This design comes from an exercise in tuning for small area on the open sky130 flow, not from production work.
In this exercise RTL edits were held to simulation tests only and were not proved equivalent to the original.
Power and IR drop assume default switching activity. The flow treats the clock pin as an ideal source, which a real chip does not have.

`flow/design.v`:
```
module rf_aoi222 (input logic a1, a2, b1, b2, c1, c2, output logic y);
  assign y = ~((a1 & a2) | (b1 & b2) | (c1 & c2));
endmodule
module rf_nand2 (input logic a, b, output logic y);
  assign y = ~(a & b);
endmodule
module rf_nand3 (input logic a, b, c, output logic y);
  assign y = ~(a & b & c);
endmodule
module rf_nand4 (input logic a, b, c, d, output logic y);
  assign y = ~(a & b & c & d);
endmodule
module rf_or2 (input logic a, b, output logic y);
  assign y = a | b;
endmodule
module rf_or3 (input logic a, b, c, output logic y);
  assign y = a | b | c;
endmodule
module rf_or4 (input logic a, b, c, d, output logic y);
  assign y = a | b | c | d;
endmodule
module rf_mux_bit #(parameter int N = 34) (
  input  logic [N-1:0] s,
  input  logic [N-1:0] d,
  output logic         y
);
  localparam int A3 = N / 3;                 
  localparam int G1 = A3 + N % 3;            
  localparam int G2 = (G1 + 3) / 4;          
  logic [G1-1:0] l1;                         
  logic [G2-1:0] l2;                         
  genvar g;
  generate
    for (g = 0; g < G1; g++) begin : g_l1
      if (g < A3) begin : g3
        rf_aoi222 u (.a1(s[3*g]), .a2(d[3*g]), .b1(s[3*g+1]), .b2(d[3*g+1]),
                     .c1(s[3*g+2]), .c2(d[3*g+2]), .y(l1[g]));
      end else begin : g1
        rf_nand2 u (.a(s[3*A3+g-A3]), .b(d[3*A3+g-A3]), .y(l1[g]));
      end
    end
    for (g = 0; g < G2; g++) begin : g_l2
      if (4 * g + 3 < G1) begin : g4
        rf_nand4 u (.a(l1[4*g]), .b(l1[4*g+1]), .c(l1[4*g+2]), .d(l1[4*g+3]), .y(l2[g]));
      end else if (4 * g + 2 < G1) begin : g3
        rf_nand3 u (.a(l1[4*g]), .b(l1[4*g+1]), .c(l1[4*g+2]), .y(l2[g]));
      end else begin : g2
        rf_nand2 u (.a(l1[4*g]), .b(l1[4*g+1]), .y(l2[g]));
      end
    end
    if (G2 == 4) begin : g_o4
      rf_or4 u (.a(l2[0]), .b(l2[1]), .c(l2[2]), .d(l2[3]), .y(y));
    end else if (G2 == 3) begin : g_o3
      rf_or3 u (.a(l2[0]), .b(l2[1]), .c(l2[2]), .y(y));
    end else begin : g_o2
      rf_or2 u (.a(l2[0]), .b(l2[1]), .y(y));
    end
  endgenerate
endmodule
module rf_mux #(parameter int N = 34) (
  input  logic [N-1:0]    s,
  input  logic [N*32-1:0] d,                 
  output logic [31:0]     y
);
  genvar b, i;
  generate
    for (b = 0; b < 32; b++) begin : g_bit
      logic [N-1:0] col;
      for (i = 0; i < N; i++) begin : g_col
        assign col[i] = d[32*i + b];
      end
      rf_mux_bit #(.N(N)) u (.s(s), .d(col), .y(y[b]));
    end
  endgenerate
endmodule
module Core (
  input  logic        clock,
  input  logic        reset,
  output logic [31:0] imem_addr,
  input  logic [31:0] imem_rdata,
  output logic        dmem_req,
  output logic [31:0] dmem_addr,
  input  logic [31:0] dmem_rdata,
  output logic        wb_valid,
  output logic [4:0]  wb_addr,
  output logic [31:0] wb_data
);
  localparam logic [1:0] C_LOAD = 2'b00;
  localparam logic [1:0] C_OPIMM = 2'b01;
  localparam logic [1:0] C_JAL = 2'b10;
  localparam logic [1:0] C_OP = 2'b11;
  logic [29:0] pc;
  logic        d_v;
  logic [1:0]  d_cls;
  logic [31:7] d_f;
  logic        e_v;
  logic [1:0]  e_cls;
  logic [4:0]  e_rd;
  logic [31:12] e_f;
  logic [31:0] e_a;       
  logic        m_v;
  logic        m_ld;
  logic [4:0]  m_rd;
  logic [31:0] m_res;
  logic        w_v;
  logic [4:0]  w_rd;
  logic [31:0] w_data;
  logic [31:0] rf [1:31];
  logic [4:0] d_rs1, d_rs2, d_rd;
  logic d_op, d_opimm, d_load, d_jal;
  assign d_rs1 = d_f[19:15];
  assign d_rs2 = d_f[24:20];
  assign d_rd  = d_f[11:7];
  assign d_op    = d_v & (d_cls == C_OP);
  assign d_opimm = d_v & (d_cls == C_OPIMM);
  assign d_load  = d_v & (d_cls == C_LOAD);
  assign d_jal   = d_v & (d_cls == C_JAL);
  logic e_load;
  assign e_load = e_v & (e_cls == C_LOAD);
  logic wbh1, wbh2, lu1, lu2;
  assign wbh1 = (d_rs1 == w_rd) & (d_rs1 != e_rd) & (d_rs1 != m_rd) & w_v & (w_rd != 5'd0);
  assign wbh2 = (d_rs2 == w_rd) & (d_rs2 != e_rd) & (d_rs2 != m_rd) & w_v & (w_rd != 5'd0);
  assign lu1  = e_load & (d_rs1 == e_rd);
  assign lu2  = e_load & (d_rs2 == e_rd);
  logic stall, flush;
  assign stall = (d_op & (wbh1 | wbh2 | lu1 | lu2)) | ((d_opimm | d_load) & (wbh1 | lu1));
  assign flush = e_v & (e_cls == C_JAL);
  logic fa_m, fa_w, fb_m, fb_w;
  assign fa_m = (d_op | d_opimm) & (d_rs1 == e_rd) & (e_rd != 5'd0) & e_v;
  assign fa_w = (d_op | d_opimm) & (d_rs1 == m_rd) & (m_rd != 5'd0) & m_v & ~fa_m;
  assign fb_m = d_op & (d_rs2 == e_rd) & (e_rd != 5'd0) & e_v;
  assign fb_w = d_op & (d_rs2 == m_rd) & (m_rd != 5'd0) & m_v & ~fb_m;
  logic [31:0]      alu, w_next;
  logic [33:0]      ra_s;
  logic [34*32-1:0] ra_d;
  logic [31:0]      rs1_val;
  always_comb begin
    for (int k = 1; k < 32; k++) begin
      ra_s[k-1] = (d_rs1 == 5'(k)) & ~d_jal & ~fa_m & ~fa_w;
      ra_d[32*(k-1) +: 32] = rf[k];
    end
    ra_s[31] = d_jal;
    ra_d[32*31 +: 32] = {pc, 2'b00};
    ra_s[32] = fa_m;
    ra_d[32*32 +: 32] = alu;
    ra_s[33] = fa_w;
    ra_d[32*33 +: 32] = w_next;
  end
  rf_mux #(.N(34)) u_rd_a (.s(ra_s), .d(ra_d), .y(rs1_val));
  logic [4:0] e_rs2;
  logic e_jal;
  assign e_rs2 = e_f[24:20];
  assign e_jal = e_v & (e_cls == C_JAL);
  logic e_fbm, e_fbw;     
  logic [29:0] jal_off;   
  assign jal_off = {{12{e_f[31]}}, e_f[19:12], e_f[20], e_f[30:22]} - 30'd1;
  logic [31:0] op_a, op_b, imm;
  assign op_a = e_a;
  assign imm = (e_cls == C_JAL) ? {jal_off, 2'b00} : {{20{e_f[31]}}, e_f[31:20]};
  logic [33:0]      rb_s;
  logic [34*32-1:0] rb_d;
  always_comb begin
    for (int k = 1; k < 32; k++) begin
      rb_s[k-1] = (e_rs2 == 5'(k)) & (e_cls == C_OP) & ~e_fbm & ~e_fbw;
      rb_d[32*(k-1) +: 32] = rf[k];
    end
    rb_s[31] = e_fbm;
    rb_d[32*31 +: 32] = m_res;
    rb_s[32] = e_fbw;
    rb_d[32*32 +: 32] = w_data;
    rb_s[33] = (e_cls != C_OP);
    rb_d[32*33 +: 32] = imm;
  end
  rf_mux #(.N(34)) u_rd_b (.s(rb_s), .d(rb_d), .y(op_b));
  logic sub, slt, lt;
  logic [31:0] sum;
  assign sub = (e_cls == C_OP) & (e_f[30] | e_f[13]);
  assign slt = (e_cls == C_OP) & e_f[13];
  logic [31:0] bx, g0, p0;
  assign bx = sub ? ~op_b : op_b;
  assign g0 = op_a & bx;
  assign p0 = op_a ^ bx;
  logic [31:0] G;       
  always_comb begin
    logic [31:0] g, p;
    g = g0; p = p0;
    g[0] = g0[0] | (p0[0] & sub);
    for (int l = 0; l < 5; l++)
      for (int i = 0; i < 32; i++)
        if ((i + 1) % (2 << l) == 0) begin
          g[i] = g[i] | (p[i] & g[i-(1<<l)]);
          p[i] = p[i] & p[i-(1<<l)];
        end
    for (int l = 3; l >= 0; l--)
      for (int i = 0; i < 32; i++)
        if (i >= (3 << l) - 1 && (i + 1 - (3 << l)) % (2 << l) == 0) begin
          g[i] = g[i] | (p[i] & g[i-(1<<l)]);
          p[i] = p[i] & p[i-(1<<l)];
        end
    G = g;
  end
  assign sum = p0 ^ {G[30:0], sub};
  assign lt  = (op_a[31] ^ op_b[31]) ? op_a[31] : sum[31];
  assign alu = slt ? {31'd0, lt} : sum;
  always_ff @(posedge clock) begin
    if (reset)
      pc <= 30'd0;
    else if (flush)
      pc <= sum[31:2];
    else if (!stall)
      pc <= pc + 30'd1;
  end
  always_ff @(posedge clock) begin
    d_v <= ~(reset | flush);
    if (!stall) begin
      d_cls <= imem_rdata[5:4];
      d_f   <= imem_rdata[31:7];
    end
  end
  logic e_go;
  assign e_go = d_v & ~stall & ~flush & ~reset;
  always_ff @(posedge clock) begin
    e_v   <= e_go;
    e_rd  <= e_go ? d_rd : 5'd0;
    e_cls <= d_cls;
    e_f   <= d_f[31:12];
    e_a   <= rs1_val;
    e_fbm <= fb_m;
    e_fbw <= fb_w;
  end
  always_ff @(posedge clock) begin
    m_v   <= e_v;
    m_ld  <= (e_cls == C_LOAD);
    m_rd  <= e_rd;
    m_res <= e_jal ? e_a : alu;
  end
  assign w_next = m_ld ? dmem_rdata : m_res;
  always_ff @(posedge clock) begin
    w_v    <= m_v;
    w_rd   <= m_rd;
    w_data <= w_next;
  end
  logic [31:0] rf_wdata;
  assign rf_wdata = reset ? 32'd0 : w_data;
  genvar i;
  generate
    for (i = 1; i < 32; i++) begin : g_rf
      always_ff @(posedge clock) begin
        if (reset | (w_v & (w_rd == i)))
          rf[i] <= rf_wdata;
      end
    end
  endgenerate
  assign imem_addr = {pc, 2'b00};
  assign dmem_req  = m_v & m_ld;
  assign dmem_addr = m_res;
  assign wb_valid  = w_v;
  assign wb_addr   = w_rd;
  assign wb_data   = w_data;
endmodule
```
`flow/flow/run.sh`:
```
#!/bin/bash
# Layout flow: the standard ORFS flow, with two changes of how the layout
# is built (the design, clock period and constraints are unchanged):
#  - ports are buffered with the smallest buffer cell instead of the default;
#  - clock tree synthesis clusters more sinks per leaf buffer and inserts no
#    dummy loads.
# Each tool's full output stays in orfs/logs/ (ORFS's own per-step logs) and
# the make output in flow_make.log, both in this work folder.
set -euo pipefail
export BUFFER_PORTS_ARGS="-buffer_cell sky130_fd_sc_hd__buf_1"
export CTS_ARGS="-sink_clustering_enable -repair_clock_nets -dont_use_dummy_load -sink_clustering_size 28 -sink_clustering_max_diameter 100 -buf_list sky130_fd_sc_hd__clkbuf_16"
bash standard.sh > flow_make.log 2>&1
```
`flow/standard.sh`:
```
#!/bin/bash
# synth_recipe.tcl (not shown) runs the flow's synth.tcl, then flattens the netlist and writes it again
# the make line also repeats each setting of config.mk as NAME=value (left out here)
make -C /OpenROAD-flow-scripts/flow DESIGN_CONFIG=/design/flow/config.mk WORK_HOME=/design/flow/orfs CLKGATE_MAP_FILE= SYNTH_SCRIPT=/design/flow/synth_recipe.tcl "${@:-finish}"
```
`flow/config.mk`:
```
export PLATFORM = sky130hd
export DESIGN_NAME = Core
export DESIGN_NICKNAME = Core
export VERILOG_FILES = /design/flow/design.v
export SDC_FILE = /design/flow/constraint.sdc
export NUM_CORES = 4
export LEC_CHECK = 0
export CAP_MARGIN = 20
export CORE_MARGIN = 2
export CORE_UTILIZATION = 62
export PLACE_DENSITY = 0.72
export SLEW_MARGIN = 20
export SYNTH_HIERARCHICAL = 1
```
`flow/constraint.sdc`:
```
create_clock -name core_clock -period 8.0 [get_ports {clock}]
set_input_delay 1.6000 -clock core_clock [delete_from_list [all_inputs] [get_ports {clock}]]
set_output_delay 1.6000 -clock core_clock [all_outputs]
set_load 0.01 [all_outputs]
```
==> run notes, run 1 <==
# TYPE chip_impl_metric gauge
chip_impl_info{name="run_status",value="no timing/DRC/antenna violations"} 1
chip_impl_metric{name="htreeDepth",unit=""} 2
chip_impl_info{name="clock-root-buffer",value="sky130_fd_sc_hd__clkbuf_16"} 1
chip_impl_metric{name="place.port_buffers",unit=""} 161
chip_impl_metric{name="io_pins",unit=""} 169
chip_impl_metric{name="largest_net_degree_at_the_start_of_global_routing",unit=""} 76
chip_impl_metric{name="ys_seq_area_share",unit="%"} 69.9
chip_impl_metric{name="post_cts_resize_count",unit=""} 0
chip_impl_metric{name="syn2layout_area_growth",unit="%"} 8.64
chip_impl_metric{name="die_h",unit="um"} 284
chip_impl_metric{name="post_cts.repair.setup_buffers",unit=""} 0
chip_impl_info{name="crit_path_start_kind",value="register"} 1
chip_impl_metric{name="final_nets",unit=""} 3399
chip_impl_metric{name="tns",unit="ns"} 0
chip_impl_metric{name="worstPathMaxFanout",unit=""} 12
chip_impl_metric{name="async_reset_ff_share",unit="%"} 0
chip_impl_metric{name="cell_area_synth",unit="sq um"} 48600
chip_impl_metric{name="slew_violations",unit=""} 0
chip_impl_metric{name="grt_first_pass_wirelength",unit="um"} 237000
chip_impl_metric{name="drive_gt1_share",unit="%"} 11.5
chip_impl_metric{name="clk_path_buf_depth",unit=""} 3
chip_impl_metric{name="period_share",unit="%"} 94.8
chip_impl_metric{name="finalSetupViolations",unit=""} 0
chip_impl_info{name="min_path_type",value="register to register"} 1
chip_impl_metric{name="critical_path_arrival",unit="ns"} 8.13
chip_impl_metric{name="power-per-cell-area",unit="nW/um^2"} 261
chip_impl_metric{name="standby_leakage_power",unit="nW"} 17.8
chip_impl_metric{name="totalWireLength",unit="um"} 169000
chip_impl_info{name="rsz0062_at_grt",value="no"} 1
chip_impl_metric{name="clkTransAtPathRegs",unit="ns"} 0.11
chip_impl_metric{name="cts.hold.buffers_added",unit=""} 0
chip_impl_metric{name="smallest_hold_slack",unit="ns"} 0.351
chip_impl_metric{name="average_via_count_per_standard_cell",unit=""} 8.45
chip_impl_info{name="cp_common_cell",value="sky130_fd_sc_hd__nand2_1"} 1
chip_impl_metric{name="count_of_max_cap_constraint_violations",unit=""} 0
chip_impl_metric{name="synth_cell_types",unit=""} 54
chip_impl_metric{name="floorplan.die_area",unit="sq um"} 80700
chip_impl_metric{name="dieWidth",unit="um"} 284
chip_impl_metric{name="post_layout_nonfiller_instances",unit=""} 4326
chip_impl_metric{name="post_synth_inst_count",unit=""} 3025
chip_impl_metric{name="worst_path_largest_cell_delay",unit="ns"} 0.52
chip_impl_metric{name="antenna_left",unit=""} 0
chip_impl_metric{name="vdd_drop_max",unit="uV"} 197
chip_impl_metric{name="gp_congestion",unit=""} 1.02
chip_impl_metric{name="relSlewSlack",unit="%"} 24.9
chip_impl_metric{name="final-hold-violation-count",unit=""} 0
chip_impl_info{name="cts_tree",value="yes"} 1
chip_impl_metric{name="final.min_clock_period",unit="ns"} 7.58
chip_impl_info{name="layout_commonest_cell",value="sky130_fd_sc_hd__edfxtp_1"} 1
chip_impl_metric{name="route.detailed.wl_per_inst",unit="um"} 39.0
chip_impl_metric{name="dp_hpwl",unit="um"} 104000
chip_impl_metric{name="finalClockSkew",unit="ns"} 0.0723
chip_impl_metric{name="num_vias",unit=""} 36574
chip_impl_metric{name="finish.utilization",unit="%"} 68.1
chip_impl_metric{name="tritoncts_num_sinks",unit=""} 1189
chip_impl_metric{name="initial_utilization",unit="%"} 62.7
chip_impl_metric{name="postSynthAreaPerCell",unit="sq um"} 16.1
chip_impl_metric{name="cp_num_buf_inv",unit=""} 2
chip_impl_info{name="cp_top_family",value="simple AND/OR/NAND/NOR gates"} 1
chip_impl_metric{name="cts_buffers",unit=""} 48
chip_impl_info{name="critPathSlowestCell",value="sky130_fd_sc_hd__or3_1"} 1
chip_impl_info{name="commonest_cells_after_routing_fill_and_taps_aside",value="1019 x sky130_fd_sc_hd__edfxtp_1, 704 x sky130_fd_sc_hd__a222oi_1, 205 x sky130_fd_sc_hd__nand4_1"} 1
chip_impl_metric{name="core_area",unit="sq um"} 77600
chip_impl_info{name="synth_ff_type",value="sky130_fd_sc_hd__edfxtp_1"} 1
chip_impl_metric{name="crit_required",unit="ns"} 8.55
chip_impl_metric{name="first_global_vias",unit=""} 34835
chip_impl_metric{name="insertion_delay",unit="ns"} 0.68
chip_impl_metric{name="ys_warn_count",unit=""} 8
chip_impl_metric{name="grt_overflow",unit=""} 0
chip_impl_metric{name="rows",unit=""} 102
chip_impl_info{name="endpoint_kind",value="register"} 1
chip_impl_metric{name="fill_cells",unit=""} 5322
chip_impl_metric{name="route.detailed.drc",unit=""} 0
chip_impl_metric{name="grt_antenna_before_repair",unit=""} 21
chip_impl_metric{name="first_iter_violations",unit=""} 10296
chip_impl_metric{name="placed_cells",unit=""} 4273
chip_impl_metric{name="drt-pass1-iter-count",unit=""} 15
chip_impl_metric{name="tightest_slew",unit="ns"} 1.13
chip_impl_metric{name="synth_edf_count",unit=""} 1019
chip_impl_info{name="critPathKind",value="register to register"} 1
chip_impl_metric{name="grtUsageTotal",unit="%"} 40.3
chip_impl_metric{name="fmax",unit="MHz"} 132
chip_impl_metric{name="synth.ff_latch_count",unit=""} 1189
-- final cells by class --
cell class | count | area (sq um) | area share [%]
multi-input combinational | 1747 | 14700 | 27.9
clock buffer | 48 | 1200 | 2.27
antenna | 5 | 12.5 | 0.0237
inverter | 9 | 33.8 | 0.0639
timing repair buffer | 288 | 1570 | 2.98
tap | 1040 | 1300 | 2.46
sequential | 1189 | 34000 | 64.3
-- path summary, 6_finish.rpt --
| path | from | endpoint | slack (ns) | cells past startpoint |
|---|---|---|---|---|
| min reg2reg | d_f[29]$_DFFE_PN_ | e_f[29]$_DFF_P_ | 0.35 | 0 |
| max | e_cls[1]$_DFF_P_ | e_a[31]$_DFF_P_ | 0.42 | 27 |
| min | d_f[29]$_DFFE_PN_ | e_f[29]$_DFF_P_ | 0.35 | 0 |
| max reg2reg | e_cls[1]$_DFF_P_ | e_a[31]$_DFF_P_ | 0.42 | 27 |
-- synth_stat cells, types with 4 or more instances --
library cell	instances	area, sq um
sky130_fd_sc_hd__buf_2	7	35.0
sky130_fd_sc_hd__nor2_1	110	413
sky130_fd_sc_hd__or3_1	66	413
sky130_fd_sc_hd__edfxtp_1	1019	30600
sky130_fd_sc_hd__a21o_1	27	203
sky130_fd_sc_hd__nand3_1	24	120
sky130_fd_sc_hd__a21oi_1	18	90.1
sky130_fd_sc_hd__nand4_1	205	1280
sky130_fd_sc_hd__and3_1	14	87.6
sky130_fd_sc_hd__dfxtp_1	170	3400
sky130_fd_sc_hd__fa_1	16	320
sky130_fd_sc_hd__buf_6	4	45.0
sky130_fd_sc_hd__clkbuf_1	37	139
sky130_fd_sc_hd__o21ai_1	9	45.0
sky130_fd_sc_hd__nand2b_1	8	50.1
sky130_fd_sc_hd__inv_1	9	33.8
sky130_fd_sc_hd__o21bai_1	12	90.1
sky130_fd_sc_hd__or2_2	4	25.0
sky130_fd_sc_hd__and2_1	39	244
sky130_fd_sc_hd__buf_4	32	240
sky130_fd_sc_hd__a222oi_1	704	7050
sky130_fd_sc_hd__ha_1	34	425
sky130_fd_sc_hd__and4_1	8	70.1
sky130_fd_sc_hd__a31o_2	10	87.6
sky130_fd_sc_hd__nand2_1	122	458
sky130_fd_sc_hd__o21ai_0	14	70.1
sky130_fd_sc_hd__xnor2_1	68	596
sky130_fd_sc_hd__nor3_1	15	75.1
sky130_fd_sc_hd__nor2b_1	42	263
sky130_fd_sc_hd__a211oi_1	21	158
sky130_fd_sc_hd__xor2_1	54	473
sky130_fd_sc_hd__nor4_1	7	43.8
sky130_fd_sc_hd__mux2_2	63	709
-- modules after synthesis, one instance, submodules excluded, a selection --
| module | cell area, sq um | times used | cells inside | flops+latches |
|---|---|---|---|---|
| rf_or3 | 6.26 | 64 | 1 | 0 |
| rf_nand2 | 3.75 | 64 | 1 | 0 |
| Core | 39800 | 1 | 2001 | 1189 |
| rf_nand4 | 6.26 | 192 | 1 | 0 |
| rf_aoi222 | 10.0 | 704 | 1 | 0 |
-- power by group --
| part | internal [mW] | switching, mW |
|---|---|---|
| Sequential | 8.09 | 0.720 |
| Combinational | 0.705 | 1.39 |
| Clock | 1.08 | 1.81 |
-- registers in the layout, indices dropped and copies added (netlist names), 2 cells and up --
register	count
d_cls	2
d_f	25
e_a	32
e_cls	2
e_f	20
e_rd	5
m_rd	5
m_res	32
pc	30
rf	992
w_data	32
w_rd	5
-- metrics by stage --
stage,worst slack (ns),instance area [sq um],power (mW)
final,0.418,52900,13.8
after global routing,0.0396,52800,14.1
after CTS,0.398,52700,13.6
after detailed placement,0.430,51500,10.9
after global placement,0.535,51400,10.7
after floorplan,0.608,48700,9.81
-- cells by family (layout without fill, tap and decap cells) --
logic type | after synthesis | after routing | synth area share, %
compound gates | 825 | 825 | 16.2
xor+xnor | 122 | 122 | 2.20
fa+ha+maj | 50 | 50 | 1.53
buf+inv | 92 | 345 | 1.04
flops | 1189 | 1189 | 69.9
mux | 65 | 65 | 1.50
other cells | 1 | 9 | 0.00771
simple gates | 681 | 681 | 7.65
-- metal layers --
metal | vias up | GRT usage (%) | part of all wire [%]
met5 | - | 0 | 0.050
met4 | 14 | 16.5 | 4.9
met2 | 3827 | 58.7 | 43
li1 | 14260 | - | -
met1 | 17827 | 55.2 | 34
met3 | 646 | 14.6 | 19
==> run 2, diff against run 1 <==
--- a/flow/config.mk
+++ b/flow/config.mk
@@ -7,7 +7,7 @@
 export LEC_CHECK = 0
 export CAP_MARGIN = 20
 export CORE_MARGIN = 2
-export CORE_UTILIZATION = 62
-export PLACE_DENSITY = 0.72
+export CORE_UTILIZATION = 66
+export PLACE_DENSITY = 0.76
 export SLEW_MARGIN = 20
 export SYNTH_HIERARCHICAL = 1
==> run 2 against run 1 <==
Register-to-register slack improved by 0.28 ns. Flip-flop and latch count did not move. Critical path type unchanged. Fmax rose by 3.9%. Highest routed layer unchanged. Critical endpoint unchanged.
==> run notes, run 2 <==
# TYPE chip_impl_metric gauge
chip_impl_metric{name="antenna_left",unit=""} 0
chip_impl_metric{name="route.detailed.drc",unit=""} 0
chip_impl_metric{name="slew_violations",unit=""} 0
chip_impl_metric{name="rows",unit=""} 99
chip_impl_info{name="synth_ff_type",value="sky130_fd_sc_hd__edfxtp_1"} 1
chip_impl_info{name="commonest_cells_after_routing_fill_and_taps_aside",value="1019 x sky130_fd_sc_hd__edfxtp_1, 704 x sky130_fd_sc_hd__a222oi_1, 205 x sky130_fd_sc_hd__nand4_1"} 1
chip_impl_metric{name="grtUsageTotal",unit="%"} 42.9
chip_impl_info{name="run_status",value="no timing/DRC/antenna violations"} 1
chip_impl_metric{name="io_pins",unit=""} 169
chip_impl_metric{name="standby_leakage_power",unit="nW"} 17.9
chip_impl_metric{name="detailroute.wirelength.met2",unit="um"} 71600
chip_impl_metric{name="num_vias",unit=""} 36929
chip_impl_metric{name="post_layout_nonfiller_instances",unit=""} 4273
chip_impl_info{name="endpoint_kind",value="register"} 1
chip_impl_metric{name="route.detailed.wl_per_inst",unit="um"} 39.0
chip_impl_metric{name="cts_buffers",unit=""} 48
chip_impl_metric{name="grt_overflow",unit=""} 0
chip_impl_metric{name="dieWidth",unit="um"} 275
chip_impl_info{name="crit_path_start_kind",value="register"} 1
chip_impl_metric{name="cell_area_synth",unit="sq um"} 48600
chip_impl_metric{name="syn2layout_area_growth",unit="%"} 8.86
chip_impl_metric{name="clk_path_buf_depth",unit=""} 3
chip_impl_info{name="min_path_type",value="register to register"} 1
chip_impl_metric{name="synth_top_cell_area_share",unit="%"} 62.9
chip_impl_info{name="synthDominantAreaCellType",value="sky130_fd_sc_hd__edfxtp_1"} 1
chip_impl_metric{name="synth.ff_latch_count",unit=""} 1189
chip_impl_metric{name="insertion_delay",unit="ns"} 0.68
chip_impl_metric{name="grt_first_pass_wirelength",unit="um"} 234000
chip_impl_info{name="hold_start",value="d_f[26]$_DFFE_PN_"} 1
chip_impl_metric{name="smallest_hold_slack",unit="ns"} 0.349
chip_impl_metric{name="totalWireLength",unit="um"} 167000
chip_impl_info{name="netlist_top_cells_area",value="sky130_fd_sc_hd__edfxtp_1 63%, sky130_fd_sc_hd__a222oi_1 14%, sky130_fd_sc_hd__dfxtp_1 7.0%"} 1
chip_impl_metric{name="crit_required",unit="ns"} 8.52
chip_impl_metric{name="final-hold-violation-count",unit=""} 0
chip_impl_metric{name="holdPathStages",unit=""} 0
chip_impl_metric{name="synth_edf_count",unit=""} 1019
chip_impl_metric{name="drt-pass1-iter-count",unit=""} 19
chip_impl_metric{name="ys_seq_area_share",unit="%"} 69.9
chip_impl_metric{name="finalClockSkew",unit="ns"} 0.0679
chip_impl_metric{name="count_of_max_cap_constraint_violations",unit=""} 0
chip_impl_metric{name="tns",unit="ns"} 0
chip_impl_metric{name="final.min_clock_period",unit="ns"} 7.30
chip_impl_metric{name="initial_utilization",unit="%"} 66.7
chip_impl_metric{name="core_area",unit="sq um"} 73000
chip_impl_metric{name="worstPathMaxFanout",unit=""} 11
chip_impl_metric{name="die_h",unit="um"} 275
chip_impl_info{name="min_to",value="e_f[26]$_DFF_P_"} 1
chip_impl_metric{name="tritoncts_num_sinks",unit=""} 1189
chip_impl_info{name="layout_commonest_cell",value="sky130_fd_sc_hd__edfxtp_1"} 1
chip_impl_metric{name="fmax",unit="MHz"} 137
chip_impl_metric{name="period_share",unit="%"} 91.2
chip_impl_metric{name="ys_warn_count",unit=""} 8
chip_impl_metric{name="first_iter_violations",unit=""} 10882
chip_impl_metric{name="placed_cells",unit=""} 4222
chip_impl_metric{name="power-per-cell-area",unit="nW/um^2"} 260
chip_impl_metric{name="synth_cell_types",unit=""} 54
chip_impl_info{name="cts_tree",value="yes"} 1
chip_impl_metric{name="grt_antenna_before_repair",unit=""} 15
chip_impl_info{name="clock-root-buffer",value="sky130_fd_sc_hd__clkbuf_16"} 1
chip_impl_info{name="most_frequent_cells_after_synthesis",value="1019 x sky130_fd_sc_hd__edfxtp_1, 704 x sky130_fd_sc_hd__a222oi_1, 205 x sky130_fd_sc_hd__nand4_1, 170 x sky130_fd_sc_hd__dfxtp_1, 122 x sky130_fd_sc_hd__nand2_1"} 1
chip_impl_metric{name="flip_flop_count_of_the_largest_register_all_copies_and_words_added",unit=""} 992
chip_impl_metric{name="r2r_cells",unit=""} 25
chip_impl_info{name="synth.most_common_cell",value="sky130_fd_sc_hd__edfxtp_1"} 1
chip_impl_metric{name="timing.reg2reg.setup_slack",unit="ns"} 0.70
chip_impl_metric{name="largest_net_degree_at_the_start_of_global_routing",unit=""} 76
chip_impl_info{name="critPathKind",value="register to register"} 1
chip_impl_metric{name="htreeDepth",unit=""} 2
chip_impl_metric{name="first_global_vias",unit=""} 35443
chip_impl_metric{name="dp_hpwl",unit="um"} 104000
chip_impl_metric{name="post_synth_inst_count",unit=""} 3025
chip_impl_info{name="rr_startpoint",value="e_fbw$_DFF_P_"} 1
chip_impl_metric{name="vdd_drop_max",unit="uV"} 225
chip_impl_metric{name="finalSetupViolations",unit=""} 0
chip_impl_metric{name="routed_wl_met3",unit="um"} 32800
chip_impl_metric{name="average_via_count_per_standard_cell",unit=""} 8.64
chip_impl_metric{name="post_cts_resize_count",unit=""} 0
chip_impl_metric{name="total_power_consumption_of_the_routed_design",unit="mW"} 13.8
chip_impl_metric{name="final_nets",unit=""} 3429
chip_impl_metric{name="critical_path_arrival",unit="ns"} 7.82
chip_impl_metric{name="place.port_buffers",unit=""} 161
chip_impl_metric{name="cts.hold.buffers_added",unit=""} 0
chip_impl_info{name="rr_endpoint",value="e_a[31]$_DFF_P_"} 1
chip_impl_metric{name="post_cts.repair.setup_buffers",unit=""} 0
chip_impl_metric{name="tightest_slew",unit="ns"} 1.20
chip_impl_metric{name="floorplan.die_area",unit="sq um"} 75900
chip_impl_metric{name="finish.utilization",unit="%"} 72.6
chip_impl_info{name="largest-register",value="rf"} 1
chip_impl_info{name="highest_layer",value="met5"} 1
chip_impl_metric{name="relSlewSlack",unit="%"} 20.0
chip_impl_info{name="rsz0062_at_grt",value="no"} 1
chip_impl_metric{name="wl_met1",unit="um"} 54000
chip_impl_metric{name="clkTransAtPathRegs",unit="ns"} 0.10
chip_impl_metric{name="drive_gt1_share",unit="%"} 12.3
chip_impl_metric{name="postSynthAreaPerCell",unit="sq um"} 16.1
chip_impl_metric{name="async_reset_ff_share",unit="%"} 0
chip_impl_metric{name="gp_congestion",unit=""} 0.995
run 2: cell type report:
| type | instances | area (sq um) |
|---|---|---|
| inverter | 9 | 33.8 |
| clock buffer | 48 | 1200 |
| fill | 4596 | 20000 |
| tap | 959 | 1200 |
| multi-input combinational | 1747 | 14700 |
| antenna | 3 | 7.51 |
| sequential | 1189 | 34000 |
| timing repair buffer | 318 | 1790 |
run 2: worst max-delay path: stages, from the launching register on:
cell and delay, ns:
sky130_fd_sc_hd__dfxtp_1 0.70, sky130_fd_sc_hd__nor4_1 0.13, sky130_fd_sc_hd__buf_4 0.20, sky130_fd_sc_hd__nand2_1 0.27, sky130_fd_sc_hd__nor2_2 0.13, sky130_fd_sc_hd__a222oi_1 0.39
sky130_fd_sc_hd__nand4_1 0.34, sky130_fd_sc_hd__or3_1 0.49, sky130_fd_sc_hd__nand2_1 0.08, sky130_fd_sc_hd__o21ai_0 0.11, sky130_fd_sc_hd__fa_1 0.48, sky130_fd_sc_hd__a211oi_1 0.24
sky130_fd_sc_hd__nor2_1 0.11, sky130_fd_sc_hd__o31a_1 0.34, sky130_fd_sc_hd__a211o_1 0.43, sky130_fd_sc_hd__a31o_2 0.35, sky130_fd_sc_hd__a31oi_1 0.15, sky130_fd_sc_hd__nand3_1 0.17
sky130_fd_sc_hd__o31ai_1 0.43, sky130_fd_sc_hd__fa_1 0.27, sky130_fd_sc_hd__xor2_1 0.25, sky130_fd_sc_hd__xnor2_1 0.14, sky130_fd_sc_hd__and2_1 0.19, sky130_fd_sc_hd__a222oi_1 0.28
sky130_fd_sc_hd__nand4_1 0.17, sky130_fd_sc_hd__or3_1 0.33
run 2: report_power, final:
| part | leakage, nW | internal (mW) | switching, mW |
|---|---|---|---|
| Combinational | 5.52 | 0.706 | 1.40 |
| Clock | 0.592 | 1.08 | 1.77 |
| Sequential | 11.8 | 8.09 | 0.732 |
| Total | 17.9 | 9.88 | 3.90 |
run 2: worst max-delay path by stage:
stage / cells after the start / to / slack [ns] / from
after floorplan: 12 / e_a[0]$_DFF_P_ / 0.61 / d_f[15]$_DFFE_PN_
after global routing: 27 / e_a[0]$_DFF_P_ / 0.41 / e_fbw$_DFF_P_
after global placement: 27 / e_a[0]$_DFF_P_ / 0.98 / e_fbw$_DFF_P_
final: 25 / e_a[31]$_DFF_P_ / 0.70 / e_fbw$_DFF_P_
after CTS: 25 / e_a[31]$_DFF_P_ / 0.87 / e_fbw$_DFF_P_
after detailed placement: 25 / e_a[31]$_DFF_P_ / 0.88 / e_fbw$_DFF_P_
run 2: modules after synthesis, one instance, submodules excluded, a selection:
module	copies in the design	cells
Core	1	2001
rf_aoi222	704	1
rf_nand4	192	1
rf_or3	64	1
rf_nand2	64	1
run 2: cell families after synthesis:
family / after synthesis / share of synthesized area [%]
fa+ha+maj: 50 / 1.53
compound gates: 825 / 16.2
simple gates: 681 / 7.65
xor+xnor: 122 / 2.20
mux: 65 / 1.50
buf+inv: 92 / 1.04
other cells: 1 / 0.00771
flops: 1189 / 69.9
run 2: stage by stage:
step                setup WS, ns  cell area, sq um
floorplan                  0.608             48700
global placement           0.979             51600
finish                     0.702             53000
global route               0.412             53000
CTS                        0.872             52800
detailed placement         0.882             51600
run 2: routing by layer:
metal | track usage, % | up-vias
met3 | 17.2 | 736
met4 | 18.3 | 12
li1 | - | 14331
met5 | 0 | -
met1 | 57.7 | 17736
met2 | 62.3 | 4114
==> run 3, diff against run 2 <==
--- a/flow/flow/run.sh
+++ b/flow/flow/run.sh
@@ -8,5 +8,5 @@
 # the make output in flow_make.log, both in this work folder.
 set -euo pipefail
 export BUFFER_PORTS_ARGS="-buffer_cell sky130_fd_sc_hd__buf_1"
-export CTS_ARGS="-sink_clustering_enable -repair_clock_nets -dont_use_dummy_load -sink_clustering_size 28 -sink_clustering_max_diameter 100 -buf_list sky130_fd_sc_hd__clkbuf_16"
+export CTS_ARGS="-sink_clustering_enable -repair_clock_nets -dont_use_dummy_load -sink_clustering_size 30 -sink_clustering_max_diameter 100 -buf_list sky130_fd_sc_hd__clkbuf_16"
 bash standard.sh > flow_make.log 2>&1
--- a/flow/config.mk
+++ b/flow/config.mk
@@ -7,7 +7,7 @@
 export LEC_CHECK = 0
 export CAP_MARGIN = 20
 export CORE_MARGIN = 2
-export CORE_UTILIZATION = 66
-export PLACE_DENSITY = 0.76
+export CORE_UTILIZATION = 62
+export PLACE_DENSITY = 0.72
 export SLEW_MARGIN = 20
 export SYNTH_HIERARCHICAL = 1
==> run 3 against run 2 <==
Largest power group unchanged. Worst hold slack improved by 0.0063 ns. Still clean. Global-route usage down 2.5 points. Die area increased by 6.4%. Register-to-register slack lost 0.36 ns. Clock skew fell by 0.0091 ns. Synthesized area is the same. Via count fell by 0.61%. Utilization is 4.6 points lower.
==> run notes, run 3 <==
# TYPE chip_impl_metric gauge
chip_impl_metric{name="route.detailed.wl_per_inst",unit="um"} 39.1
chip_impl_info{name="run_status",value="no timing/DRC/antenna violations"} 1
chip_impl_metric{name="post_layout_nonfiller_instances",unit=""} 4325
chip_impl_metric{name="final-hold-violation-count",unit=""} 0
chip_impl_metric{name="relSlewSlack",unit="%"} 25.2
chip_impl_metric{name="largest_net_degree_at_the_start_of_global_routing",unit=""} 76
chip_impl_metric{name="vdd_drop_max",unit="uV"} 198
chip_impl_metric{name="rows",unit=""} 102
chip_impl_metric{name="clkTransAtPathRegs",unit="ns"} 0.12
chip_impl_metric{name="ys_warn_count",unit=""} 8
chip_impl_metric{name="synth_cell_types",unit=""} 54
chip_impl_metric{name="place.port_buffers",unit=""} 161
chip_impl_metric{name="drt-pass1-iter-count",unit=""} 14
chip_impl_metric{name="pwr-share-seq",unit="%"} 64.2
chip_impl_metric{name="first_global_vias",unit=""} 34702
chip_impl_metric{name="placed_cells",unit=""} 4273
chip_impl_metric{name="first_iter_violations",unit=""} 10280
chip_impl_metric{name="smallest_hold_slack",unit="ns"} 0.356
chip_impl_info{name="largest-register",value="rf"} 1
chip_impl_metric{name="num_vias",unit=""} 36704
chip_impl_info{name="cts_tree",value="yes"} 1
chip_impl_metric{name="post_synth_inst_count",unit=""} 3025
chip_impl_metric{name="floorplan.die_area",unit="sq um"} 80700
chip_impl_info{name="min_to",value="e_f[29]$_DFF_P_"} 1
chip_impl_metric{name="r2r_cells",unit=""} 25
chip_impl_metric{name="placed_cell_area",unit="sq um"} 51500
chip_impl_metric{name="insertion_delay",unit="ns"} 0.68
chip_impl_metric{name="cell_int_power",unit="mW"} 9.81
chip_impl_metric{name="htreeDepth",unit=""} 2
chip_impl_metric{name="layout.cell_area.non_filler",unit="sq um"} 52800
chip_impl_metric{name="clk_path_buf_depth",unit=""} 3
chip_impl_info{name="crit_path_start_kind",value="register"} 1
chip_impl_info{name="clock-root-buffer",value="sky130_fd_sc_hd__clkbuf_16"} 1
chip_impl_metric{name="tightest_slew",unit="ns"} 1.12
chip_impl_metric{name="tritoncts_num_sinks",unit=""} 1189
chip_impl_metric{name="gp_congestion",unit=""} 1.02
chip_impl_metric{name="count_of_max_cap_constraint_violations",unit=""} 0
chip_impl_metric{name="grt_overflow",unit=""} 0
chip_impl_metric{name="syn2layout_area_growth",unit="%"} 8.49
chip_impl_metric{name="average_via_count_per_standard_cell",unit=""} 8.49
chip_impl_info{name="rr_startpoint",value="e_cls[1]$_DFF_P_"} 1
chip_impl_metric{name="critical_path_arrival",unit="ns"} 8.20
chip_impl_info{name="endpoint_kind",value="register"} 1
chip_impl_metric{name="drive_gt1_share",unit="%"} 11.4
chip_impl_metric{name="cts.hold.buffers_added",unit=""} 0
chip_impl_info{name="synthDominantAreaCellType",value="sky130_fd_sc_hd__edfxtp_1"} 1
chip_impl_metric{name="antenna_left",unit=""} 0
chip_impl_metric{name="ys_seq_area_share",unit="%"} 69.9
chip_impl_metric{name="die_h",unit="um"} 284
chip_impl_info{name="rr_endpoint",value="e_a[31]$_DFF_P_"} 1
chip_impl_metric{name="synth_top_cell_area_share",unit="%"} 62.9
chip_impl_info{name="netlist_top_cells_area",value="sky130_fd_sc_hd__edfxtp_1 63%, sky130_fd_sc_hd__a222oi_1 14%, sky130_fd_sc_hd__dfxtp_1 7.0%"} 1
chip_impl_metric{name="cts_buffers",unit=""} 45
chip_impl_metric{name="dieWidth",unit="um"} 284
chip_impl_metric{name="finalClockSkew",unit="ns"} 0.0588
chip_impl_metric{name="grt_first_pass_wirelength",unit="um"} 237000
chip_impl_metric{name="fill_cells",unit=""} 5335
chip_impl_metric{name="async_reset_ff_share",unit="%"} 0
chip_impl_metric{name="core_area",unit="sq um"} 77600
chip_impl_metric{name="standby_leakage_power",unit="nW"} 17.7
chip_impl_metric{name="synth_edf_count",unit=""} 1019
chip_impl_metric{name="worstPathMaxFanout",unit=""} 13
chip_impl_metric{name="tns",unit="ns"} 0
chip_impl_metric{name="grtUsageTotal",unit="%"} 40.3
chip_impl_metric{name="period_share",unit="%"} 95.7
chip_impl_metric{name="initial_utilization",unit="%"} 62.7
chip_impl_metric{name="dp_slack",unit="ns"} 0.430
chip_impl_metric{name="crit_required",unit="ns"} 8.54
chip_impl_metric{name="timing.reg2reg.setup_slack",unit="ns"} 0.35
chip_impl_info{name="rsz0062_at_grt",value="no"} 1
chip_impl_metric{name="power.net_switching",unit="mW"} 3.91
chip_impl_info{name="synth.most_common_cell",value="sky130_fd_sc_hd__edfxtp_1"} 1
chip_impl_info{name="most_frequent_cells_after_synthesis",value="1019 x sky130_fd_sc_hd__edfxtp_1, 704 x sky130_fd_sc_hd__a222oi_1, 205 x sky130_fd_sc_hd__nand4_1, 170 x sky130_fd_sc_hd__dfxtp_1, 122 x sky130_fd_sc_hd__nand2_1"} 1
chip_impl_metric{name="final_nets",unit=""} 3396
chip_impl_metric{name="dp_hpwl",unit="um"} 104000
chip_impl_metric{name="route.detailed.drc",unit=""} 0
chip_impl_metric{name="fin_ws",unit="ns"} 0.347
chip_impl_metric{name="postSynthAreaPerCell",unit="sq um"} 16.1
chip_impl_info{name="layout_commonest_cell",value="sky130_fd_sc_hd__edfxtp_1"} 1
chip_impl_metric{name="power.switching_fraction",unit="%"} 28.5
chip_impl_info{name="commonest_cells_after_routing_fill_and_taps_aside",value="1019 x sky130_fd_sc_hd__edfxtp_1, 704 x sky130_fd_sc_hd__a222oi_1, 205 x sky130_fd_sc_hd__nand4_1"} 1
chip_impl_metric{name="io_pins",unit=""} 169
chip_impl_info{name="hold_start",value="d_f[29]$_DFFE_PN_"} 1
chip_impl_metric{name="slew_violations",unit=""} 0
chip_impl_info{name="min_path_type",value="register to register"} 1
chip_impl_info{name="synth_ff_type",value="sky130_fd_sc_hd__edfxtp_1"} 1
chip_impl_metric{name="flip_flop_count_of_the_largest_register_all_copies_and_words_added",unit=""} 992
chip_impl_metric{name="cell_area_synth",unit="sq um"} 48600
chip_impl_metric{name="clkPwrFrac",unit="%"} 20.5
chip_impl_metric{name="final.min_clock_period",unit="ns"} 7.65
chip_impl_metric{name="pwr-share-comb",unit="%"} 15.3
chip_impl_info{name="critPathKind",value="register to register"} 1
chip_impl_metric{name="finalSetupViolations",unit=""} 0
chip_impl_metric{name="synth.ff_latch_count",unit=""} 1189
chip_impl_metric{name="grt_antenna_before_repair",unit=""} 24
chip_impl_metric{name="power-per-cell-area",unit="nW/um^2"} 260
chip_impl_metric{name="fmax",unit="MHz"} 131
chip_impl_metric{name="totalWireLength",unit="um"} 169000
chip_impl_metric{name="holdPathStages",unit=""} 0
==> run 3: kinds of logic after synthesis <==
kind of cell	share of synthesized area, %
DFF	69.9
AOI/OAI and AO/OA	16.2
and+or+nand+nor	7.65
xor gates and xnor gates	2.20
buffers and inverters	1.04
muxes	1.50
adders and majority gates	1.53
other	0.00771
==> run 3: worst max-delay path, stage by stage (launching register included) <==
cell,delay [ns]
sky130_fd_sc_hd__dfxtp_1,0.45
sky130_fd_sc_hd__nand2_1,0.38
sky130_fd_sc_hd__nor4b_1,0.43
sky130_fd_sc_hd__buf_4,0.21
sky130_fd_sc_hd__nand2_1,0.19
sky130_fd_sc_hd__nor2_2,0.73
sky130_fd_sc_hd__a222oi_1,0.28
sky130_fd_sc_hd__nand4_1,0.21
sky130_fd_sc_hd__or3_1,0.19
sky130_fd_sc_hd__o21ai_0,0.13
sky130_fd_sc_hd__fa_1,0.51
sky130_fd_sc_hd__a211oi_1,0.25
sky130_fd_sc_hd__nor2_1,0.09
sky130_fd_sc_hd__o31a_1,0.35
sky130_fd_sc_hd__a211o_1,0.42
sky130_fd_sc_hd__a31o_2,0.35
sky130_fd_sc_hd__a31oi_1,0.15
sky130_fd_sc_hd__nand3_1,0.17
sky130_fd_sc_hd__o31ai_1,0.36
sky130_fd_sc_hd__fa_1,0.26
sky130_fd_sc_hd__xor2_1,0.25
sky130_fd_sc_hd__xnor2_1,0.14
sky130_fd_sc_hd__and2_1,0.19
sky130_fd_sc_hd__a222oi_1,0.31
sky130_fd_sc_hd__nand4_1,0.20
sky130_fd_sc_hd__or3_1,0.36
==> run 3: how the worst max path moves through the flow <==
| stage | start | end |
|---|---|---|
| floorplan | d_f[15]$_DFFE_PN_ | e_a[0]$_DFF_P_ |
| global placement | e_cls[0]$_DFF_P_ | e_a[0]$_DFF_P_ |
| detailed placement | e_cls[0]$_DFF_P_ | e_a[31]$_DFF_P_ |
| CTS | e_cls[1]$_DFF_P_ | e_a[31]$_DFF_P_ |
| global route | e_cls[0]$_DFF_P_ | e_a[31]$_DFF_P_ |
| finish | e_cls[1]$_DFF_P_ | e_a[31]$_DFF_P_ |
==> run 3: layout make-up <==
cell class / count / area, sq um / area share [%]
Clock buffer: 45 / 1130 / 2.13
Antenna cell: 7 / 17.5 / 0.0332
Multi-Input combinational cell: 1747 / 14700 / 27.9
Tap cell: 1040 / 1300 / 2.47
Inverter: 9 / 33.8 / 0.0640
Sequential cell: 1189 / 34000 / 64.4
Timing Repair Buffer: 288 / 1570 / 2.98
==> run 3: layer usage <==
layer / up-vias / wire length (um) / global-route usage (%)
met5: - / 101 / 0
met2: 3859 / 72800 / 58.7
met4: 16 / 7730 / 15.8
met1: 17960 / 57200 / 56.0
li1: 14254 / - / -
met3: 615 / 31100 / 14.2
==> run 3: modules after synthesis (local to each module, per instance), excerpt <==
module / cells / flip-flops and latches / area, sq um / copies in the design
rf_nand2: 1 / 0 / 3.75 / 64
Core: 2001 / 1189 / 39800 / 1
rf_nand4: 1 / 0 / 6.26 / 192
rf_aoi222: 1 / 0 / 10.0 / 704
rf_or3: 1 / 0 / 6.26 / 64
==> run 3: what timing repair did <==
action / 4_1_cts / 5_1_grt
hold endpoints to repair: 0 / 0
resized for setup: 0 / 1
endpoints found under the setup margin: 0 / 2
buffers inserted: 0 / 0
==> run 3: power groups by stage <==
stage / registers, mW / clock network, mW / logic [mW]
after CTS: 8.75 / 2.80 / 1.99
after global placement: 8.80 / 0 / 1.90
after floorplan: 8.70 / 0 / 1.11
final: 8.81 / 2.82 / 2.10
after global routing: 8.88 / 3.01 / 2.20
after detailed placement: 8.90 / 0 / 1.98
==> run 3: per-stage QoR <==
step,total power [mW],util (%)
after floorplan,9.81,-
after global placement,10.7,66.3
after detailed placement,10.9,66.4
after CTS,13.5,67.8
after global routing,14.1,68.0
final,13.7,68.0

[port drivers added, routing unchanged]
In the flow no input, the clock included, has a driving cell. The finished layouts below were timed again as built, in two steps.
Step 1: set_driving_cell puts a clkbuf_16 on clock and a buf_2 on each other input, an assumption about the parent block.
Step 2, shift: input delay + t, output delay - t, t = (earliest + latest rising clock arrival at the registers) / 2. This alone moves slack from input paths to output paths.
Slacks: ideal ports / drivers / drivers and shift; pairs: ideal ports / drivers.
| run | t, ns | setup WS [ns] | worst data-port slew with drivers (ns) |
|---|---|---|---|
| run 1 | 0.713 | 0.418 / 0.418 / 0.418 | 0.04 |
| run 2 | 0.715 | 0.702 / 0.702 / 0.702 | 0.06 |
| run 3 | 0.722 | 0.347 / 0.347 / 0.347 | 0.04 |
After both steps every run listed still meets setup and hold.
